Context: an optimization exercise on an open-source flow, tuned for small area. The choices shown serve that exercise and are no tape-out recipe.
In this exercise RTL edits were held to simulation tests only and were not proved equivalent to the original.
The clock port is modelled as an ideal driver; clocking choices that lean on that would not hold on a real chip.
Power figures rest on the tool's default switching activity, not on a simulated workload.

== pepper ==
// c6288_top
module c6288_top (clk,
    in256, in239, in222, in205, in188, in171, in154, in137, in120, in103, in86, in69, in52, in35, in18, in1, in528, in511, in494, in477, in460, in443, in426, in409, in392, in375, in358, in341, in324, in307, in290, in273,
    out6287, out6288, out6280, out6270, out6260, out6250, out6240, out6230, out6220, out6210, out6200, out6190, out6180, out6170, out6160, out6150, out6123, out5971, out5672, out5308, out4946, out4591, out4241, out3895, out3552, out3211, out2877, out2548, out2223, out1901, out1581, out545);
clock: 10.0 ns
lec_check: 0
cap_margin: 20
core_margin: 2
core_utilization: 40
gpl_timing_driven: 0
slew_margin: 20
synth_hierarchical: 1
synth_minimum_keep_size: 0
standard.sh (not shown) runs the stock make flow with config.mk's settings and CLKGATE_MAP_FILE= SYNTH_SCRIPT=/design/flow/synth_recipe.tcl, a recipe that flattens the netlist after the stock synthesis.
==> flow/flow/run.sh <==
#!/bin/bash
set -euo pipefail
bash standard.sh \
  "BUFFER_PORTS_ARGS=-inputs -buffer_cell sky130_fd_sc_hd__buf_1" \
  "PRE_GLOBAL_PLACE_TCL=$PWD/flow/outbuf.tcl" \
  "CTS_ARGS=-sink_clustering_enable -repair_clock_nets -buf_list sky130_fd_sc_hd__clkbuf_8 -root_buf sky130_fd_sc_hd__clkbuf_8 -sink_clustering_size 32 -sink_clustering_max_diameter 400 -dont_use_dummy_load" \
  finish > standard_flow.log 2>&1
==> flow/flow/outbuf.tcl <==
# Buffer every output port with the smallest buffer and keep those buffers
# (global_place.tcl's remove_buffers would otherwise take them out again).
# The inputs are buffered by the standard buffer_ports call after this hook.
buffer_ports -outputs -buffer_cell sky130_fd_sc_hd__buf_1
set n 0
foreach port [get_ports out*] {
  set net [get_nets [get_full_name $port]]
  foreach pin [get_pins -of_objects $net -filter "direction == output"] {
    set_dont_touch [get_cells -of_objects $pin]
    incr n
  }
}
puts "dont_touch set on $n output buffers"
if { $n != 32 } { error "expected 32 output buffers, found $n" }
For juniper, these inputs were changed with respect to pepper:
-- flow/flow/outbuf.tcl --
<<< pepper, line 4
buffer_ports -outputs -buffer_cell sky130_fd_sc_hd__buf_1
set n 0
>>> juniper, line 4
buffer_ports -outputs -buffer_cell sky130_fd_sc_hd__buf_1
# connect the new buffers' power and ground pins by the design's global rules
global_connect
set n 0
-- flow/config.mk --
<<< pepper, line 9
export CORE_MARGIN = 2
export CORE_UTILIZATION = 40
export GPL_TIMING_DRIVEN = 0
>>> juniper, line 9
export CORE_MARGIN = 2
export CORE_UTILIZATION = 60
export GPL_TIMING_DRIVEN = 0
## What came out
juniper was carried through to the last stage, and its layout satisfied the timing, DRC and antenna checks.
Mean number of vias per cell, juniper vs pepper: up by a little under 10%
juniper vs. pepper: post-layout instance area went down by 95 um^2.
Re global-route usage: juniper and pepper aren't equal, and the higher value belongs to juniper.
The combinational power on juniper is in line with that on pepper.
Relative to pepper, the worst hold slack after final layout of juniper is higher by 4.9 ps.
The inputs of onyx differ from those of juniper as listed below.
==> flow/flow/run.sh <==
#!/bin/bash
set -euo pipefail
bash standard.sh \
  "BUFFER_PORTS_ARGS=-inputs -buffer_cell sky130_fd_sc_hd__buf_2" \
  "PRE_GLOBAL_PLACE_TCL=$PWD/flow/outbuf.tcl" \
  finish > standard_flow.log 2>&1
-- flow/flow/outbuf.tcl --
<<< juniper, line 4
buffer_ports -outputs -buffer_cell sky130_fd_sc_hd__buf_1
# connect the new buffers' power and ground pins by the design's global rules
global_connect
set n 0
>>> onyx, line 4
buffer_ports -outputs -buffer_cell sky130_fd_sc_hd__buf_1
set n 0
-- flow/config.mk --
<<< juniper, line 9
export CORE_MARGIN = 2
export CORE_UTILIZATION = 60
export GPL_TIMING_DRIVEN = 0
export SLEW_MARGIN = 20
>>> onyx, line 9
export CORE_MARGIN = 2
export CORE_UTILIZATION = 40
export CTS_BUF_LIST = sky130_fd_sc_hd__clkbuf_8
export CTS_CLUSTER_DIAMETER = 200
export CTS_CLUSTER_SIZE = 40
export SLEW_MARGIN = 20
==> results.txt <==
- [compare] base=juniper new=onyx: worst endpoint data arrival time -360 ps; global-route wire length before repair now larger; post-cts repair resize count shrank by 12.
- Die outline area was lower in the run labelled juniper.
- In onyx, the final weighted congestion of routability-driven global placement came out 0.066 above the value in juniper.
- On post-cts hold buffer count, onyx tracks juniper almost exactly.
- Diff juniper -> onyx: placement-stage worst setup slack rose by 710 ps; post-route cell area rose by about 4.4%; worst hold slack fell by 130 ps.
- Of juniper and onyx, the run reporting the lower ratio of final minimum period to clock period was onyx.
For nickel, these inputs were changed with respect to onyx:
==> flow/flow/run.sh <==
#!/bin/bash
set -euo pipefail
bash standard.sh \
  "BUFFER_PORTS_ARGS=-inputs -buffer_cell sky130_fd_sc_hd__buf_1" \
  "PRE_GLOBAL_PLACE_TCL=$PWD/flow/outbuf.tcl" \
  "PRE_CTS_TCL=$PWD/flow/clkbuf.tcl" \
  "CTS_ARGS=-sink_clustering_enable -repair_clock_nets -buf_list sky130_fd_sc_hd__clkbuf_8 -root_buf sky130_fd_sc_hd__clkbuf_8 -sink_clustering_size 32 -sink_clustering_max_diameter 400 -dont_use_dummy_load" \
  finish > standard_flow.log 2>&1
==> flow/flow/clkbuf.tcl (new file) <==
# Drive all flip-flop clock pins from one clkbuf_16 at the middle of the core,
# so that the clock port feeds a single buffer.
set block [ord::get_db_block]
set core [$block getCoreArea]
set dbu [$block getDbUnitsPerMicron]
set x [expr { ([$core xMin] + [$core xMax]) / 2.0 / $dbu }]
set y [expr { ([$core yMin] + [$core yMax]) / 2.0 / $dbu }]
insert_buffer -buffer_cell sky130_fd_sc_hd__clkbuf_16 -net clk -location [list $x $y] -buffer_name clkroot -net_name clk_root
global_connect
detailed_placement
-- flow/flow/outbuf.tcl --
<<< onyx, line 4
buffer_ports -outputs -buffer_cell sky130_fd_sc_hd__buf_1
set n 0
>>> nickel, line 4
buffer_ports -outputs -buffer_cell sky130_fd_sc_hd__buf_1
# connect the new buffers' power and ground pins by the design's global rules
global_connect
set n 0
-- flow/config.mk --
<<< onyx, line 10
export CORE_UTILIZATION = 40
export CTS_BUF_LIST = sky130_fd_sc_hd__clkbuf_8
export CTS_CLUSTER_DIAMETER = 200
export CTS_CLUSTER_SIZE = 40
export SLEW_MARGIN = 20
>>> nickel, line 10
export CORE_UTILIZATION = 40
export GPL_TIMING_DRIVEN = 0
export SLEW_MARGIN = 20
## What came out
- Changes observed in nickel relative to onyx: share of total power in the clock network shows a reduction of 0.8 points; worst hold slack went up; post-route clock period utilization has increased.
- Via count of the first global-routing pass: onyx and nickel compared, lower one is nickel
- Run comparison: onyx launching instance or port of the critical path in18; nickel launching instance or port of the critical path in86
- Combinational power share ends up higher on nickel.
Here is what was changed in the inputs of violet compared with nickel.
==> flow/flow/run.sh <==
#!/bin/bash
set -euo pipefail
bash standard.sh \
  "BUFFER_PORTS_ARGS=-inputs -buffer_cell sky130_fd_sc_hd__buf_1" \
  "PRE_GLOBAL_PLACE_TCL=$PWD/flow/outbuf.tcl" \
  "CTS_ARGS=-sink_clustering_enable -repair_clock_nets -buf_list sky130_fd_sc_hd__clkbuf_8 -root_buf sky130_fd_sc_hd__clkbuf_8 -sink_clustering_size 32 -sink_clustering_max_diameter 400 -dont_use_dummy_load" \
  finish > standard_flow.log 2>&1
removed: flow/flow/clkbuf.tcl
[summary]
When violet is measured against nickel, its fraction of area in multi-input gates turns out 0.18 points higher. In terms of design area, nickel and violet differ only marginally. Any difference in via count of the first global-routing pass between nickel and violet is small enough to ignore. Utilization delta (nickel -> violet): insignificant.
diff inputs: violet => sierra
-- flow/config.mk --
<<< violet, line 7
export LEC_CHECK = 0
export CAP_MARGIN = 20
>>> sierra, line 7
export LEC_CHECK = 0
export ABC_AREA = 1
export CAP_MARGIN = 20
Results
No stage failed in violet, and the final checks on the layout all came back clean. sierra | stages: all done | timing, DRC, antenna: all pass. sierra against violet: portion of total power attributed to combinational logic increased 1.8 points, clock network power consumption essentially unchanged, final design instance area without fill increased about 5%, total power after layout increased 8.5%. Run comparison: violet last element of the critical path out6270; sierra last element of the critical path out6280.

==> separate check: timing with driven ports <==
The flow's constraints put no driver on any port. The routed layouts listed below were extracted and timed again, unchanged, in two steps.
Step 1 sets driving cells, clkbuf_16 on the clock port and buf_2 on the other inputs (assumed; they add their load-dependent delay and slew).
Step 2 moves the port delays by t, midway between the first and last clock arrival at a register: inputs arrive t later, outputs are due t later. That takes back most of the time a late clock gives input paths.
Slacks: ideal ports / drivers / drivers and shift; pairs: ideal ports / drivers.
run | shift t [ns] | setup WS [ns] | cell pins on the clock port's net
pepper | 0.349 | 0.289 / 0.298 / -0.052 | 1
juniper | 0.336 | 0.307 / 0.315 / -0.021 | 1
onyx | 0.343 | 0.662 / 0.668 / 0.325 | 1
nickel | 0.458 | 0.366 / 0.381 / -0.077 | 1
violet | 0.349 | 0.289 / 0.298 / -0.052 | 1
sierra | 0.335 | 0.372 / 0.383 / 0.048 | 1
Met with ideal ports but missed after step 2: setup timing in pepper, juniper, nickel and violet. The setup slack of nickel, which loses most, moves by +0.015 ns with the drivers and by -0.443 ns with both steps.
